From an optimization exercise on the open Yosys and OpenROAD flow, aimed at small area, a short achievable clock period and few clock cycles; shortcuts taken in it are not production practice.
Only simulation tests tie the RTL to the original design; equivalence was not proved.
Power is estimated from default activity; no workload was simulated.

## the previous run
// singleCycle
module singleCycle
(
	input 			clk_i ,
	input 			rst_ni,
	input  [16:0]	io_sw_i  ,
	output [31:0]	imem_addr_o,
	input  [31:0]	imem_data_i,
	output [8:0]	dmem_addr_o,
	output 			dmem_we_o,
	output [31:0]	dmem_wdata_o,
	input  [31:0]	dmem_rdata_i,
	output [31:0]	io_lcd_o ,
	output [7:0]	io_ledg_o,
	output [16:0]	io_ledr_o,
	output [6:0]  	io_hex7_o, io_hex6_o, io_hex5_o, io_hex4_o, io_hex3_o, io_hex2_o, io_hex1_o, io_hex0_o
);
Size in the first run: ~1,300 flip-flops, ~270 I/O pins, roughly 63,000 sq um of cells after synthesis.
clock: 7.0 ns
lec_check: 0
cap_margin: 20
core_margin: 2
core_utilization: 35
cts_cluster_diameter: 80
cts_cluster_size: 22
place_density: 0.55
setup_slack_margin: 4.0
slew_margin: 20
tns_end_percent: 100
standard.sh (not shown) runs the stock make flow with config.mk's settings and CLKGATE_MAP_FILE= SYNTH_SCRIPT=/design/flow/synth_recipe.tcl, a recipe that flattens the netlist after the stock synthesis.
==> flow/flow/run.sh <==
#!/bin/bash
# The standard layout (standard.sh) with one change: the buffers that
# global placement puts on every input and output port are
# sky130_fd_sc_hd__buf_2 instead of ORFS's default pick
# (sky130_fd_sc_hd__clkdlybuf4s50_1, a slow delay cell). Synthesis is the
# standard one, unchanged. Each step's full output goes to its own log here.
set -euo pipefail
bash standard.sh synth > synth.log 2>&1
bash standard.sh "BUFFER_PORTS_ARGS=-buffer_cell sky130_fd_sc_hd__buf_2" finish > layout.log 2>&1
Testbench counts of the previous run, summed over its fixed seeds: cycles 61,333.
Relative to the previous run, the following input files were edited for the current run:
-- flow/design.v --
<<< the previous run, line 78
wire [12:2] pc_1  = pc + 11'd1;
wire [12:2] pc_4  = pc + 11'd4;
logic [10:0] bg [0:4];
logic [10:0] bp [0:4];
logic [10:0] jg [0:4];
logic [10:0] jp [0:4];
always_comb begin
	bg[0] = pc & imm_b;  bp[0] = pc ^ imm_b;
	jg[0] = pc & imm_j;  jp[0] = pc ^ imm_j;
	for (int l = 0; l < 4; l++)
		for (int i = 0; i < 11; i++)
			if (i >= (1 << l)) begin
				bg[l+1][i] = bg[l][i] | (bp[l][i] & bg[l][i - (1 << l)]);
				bp[l+1][i] = bp[l][i] & bp[l][i - (1 << l)];
				jg[l+1][i] = jg[l][i] | (jp[l][i] & jg[l][i - (1 << l)]);
				jp[l+1][i] = jp[l][i] & jp[l][i - (1 << l)];
			end else begin
				bg[l+1][i] = bg[l][i];
				bp[l+1][i] = bp[l][i];
				jg[l+1][i] = jg[l][i];
				jp[l+1][i] = jp[l][i];
			end
end
wire [12:2] pc_b  = bp[0] ^ {bg[4][9:0], 1'b0};
wire [12:2] pc_j  = jp[0] ^ {jg[4][9:0], 1'b0};
wire        same  = (rs1 == rs2);
wire        pred  = same ? ~f3[2] : (ir[31] | ((f3 == 3'b110) & (rs1 == 5'd0)));
>>> the current run, line 78
wire [12:2] pc_1  = pc + 11'd1;
wire [12:2] pc_4  = pc + 11'd4;
wire [12:2] pc_b  = pc + imm_b;
wire [12:2] pc_j  = pc + imm_j;
wire        same  = (rs1 == rs2);
wire        pred  = same ? ~f3[2] : (ir[31] | ((f3 == 3'b110) & (rs1 == 5'd0)));
<<< the previous run, line 142
	e_a    <= a_nxt;
	e_b    <= b_nxt;
	e_shl  <= op_r ? rv2[4:0] : ir[24:20];
	e_shr  <= op_r ? rv2[4:0] : (ir[24:20] & {5{op_i}});
	e_imm  <= op_store ? {ir[31:25], ir[11:7]} : ir[31:20];
	e_alt  <= pred ? pc_4 : pc_b;
>>> the current run, line 121
	e_a    <= a_nxt;
	e_b    <= b_nxt;
	e_shl  <= b_nxt[4:0];
	e_shr  <= b_nxt[4:0];
	e_imm  <= op_store ? {ir[31:25], ir[11:7]} : ir[31:20];
	e_alt  <= pred ? pc_4 : pc_b;
<<< the previous run, line 166
wire [31:0] bx  = e_b ^ {32{e_sub}};
wire [16:0] sum_lo = {1'b0, e_a[15:0]} + {1'b0, bx[15:0]} + {16'd0, e_sub};
wire [31:0] ca = {e_a[31] ^ ~e_uns, e_a[30:0]};
wire [31:0] cb = {e_b[31] ^ ~e_uns, e_b[30:0]};
logic [31:0] clt [0:5];
logic [31:0] ceq [0:5];
always_comb begin
	clt[0] = ~ca & cb;
	ceq[0] = ~(ca ^ cb);
	for (int l = 1; l <= 5; l++) begin
		clt[l] = 32'd0;
		ceq[l] = 32'd0;
		for (int i = 0; i < (32 >> l); i++) begin
			clt[l][i] = clt[l-1][2*i+1] | (ceq[l-1][2*i+1] & clt[l-1][2*i]);
			ceq[l][i] = ceq[l-1][2*i+1] & ceq[l-1][2*i];
		end
	end
end
wire        lt   = clt[5][0];
wire        eq   = ceq[5][0];
wire [31:0] sll  = e_a << e_shl;
wire [32:0] sh_x = {e_s_sra & e_a[31], e_a};
>>> the current run, line 145
wire [31:0] bx  = e_b ^ {32{e_sub}};
wire [16:0] sum_lo = {1'b0, e_a[15:0]} + {1'b0, bx[15:0]} + {16'd0, e_sub};
wire        lt   = {e_a[31] ^ ~e_uns, e_a[30:0]} < {e_b[31] ^ ~e_uns, e_b[30:0]};
wire        eq   = (e_a == e_b);
wire [31:0] sll  = e_a << e_shl;
wire [32:0] sh_x = {e_s_sra & e_a[31], e_a};
--- outcome ---
- Both conditions hold for the current run: the flow ran to the end and the final layout passed the timing, design-rule and antenna checks.
- Looking at the reports, the previous run completed the entire flow and the layout it produced met the timing, design-rule and antenna checks.
- Relative to the previous run, the current run improves via count.
- Internal power consumption shrinks by a few percent when moving from the previous run to the current run.
- Going from the previous run to the current run, final critical-path share of the clock period grows by 3.4 points.
- Diff the previous run -> the current run: actual transition at the worst max-transition pin now larger, overall power of the completed layout now smaller, design area dropped 4.0%.
- Going from the previous run to the current run, mean cell area of the mapped netlist increased by about 1.1% relative to the old numbers; sequential share of layout area increased by 1.6 points relative to the old numbers; layout net count decreased by 4.4% relative to the old numbers; simple-gate share of the synthesized area closely matched the old numbers; clock network power consumption increased by about 1% relative to the old numbers.
- Per the comparison of the current run with the previous run, power per cell area now larger; number of antenna violations at the first check in global routing now smaller; count of inverters other than clock inverters in the layout now smaller.
- Kind of critical path: in -> reg -> the previous run, reg -> reg -> the current run
Testbench counts of the current run, summed over its fixed seeds: cycles 61,333.

## port drivers added, routing unchanged
How much do the figures lean on ideal ports? The routed layouts below were timed once more, with nothing changed but the port constraints.
Step 1: set_driving_cell puts a clkbuf_16 on clk_i and a buf_2 on each other input, an assumption about the parent block.
Step 2, shift: input delay + t, output delay - t, t = (earliest + latest rising clock arrival at the registers) / 2. This alone moves slack from input paths to output paths.
Slacks: ideal ports / drivers / drivers and shift; pairs: ideal ports / drivers.
run | shift t [ns] | slack for setup (ns) | worst setup path at the end | clock arrival spread, ns
the previous run | 0.826 | 3.886 / 3.816 / 2.990 | input to register | 0.058 / 0.059
the current run | 0.835 | 3.647 / 3.645 / 2.810 | input to register | 0.065 / 0.065
After both steps every run listed still meets setup and hold. For the previous run, which loses most, drivers alone change the setup slack by -0.070 ns; drivers and shift together by -0.896 ns.
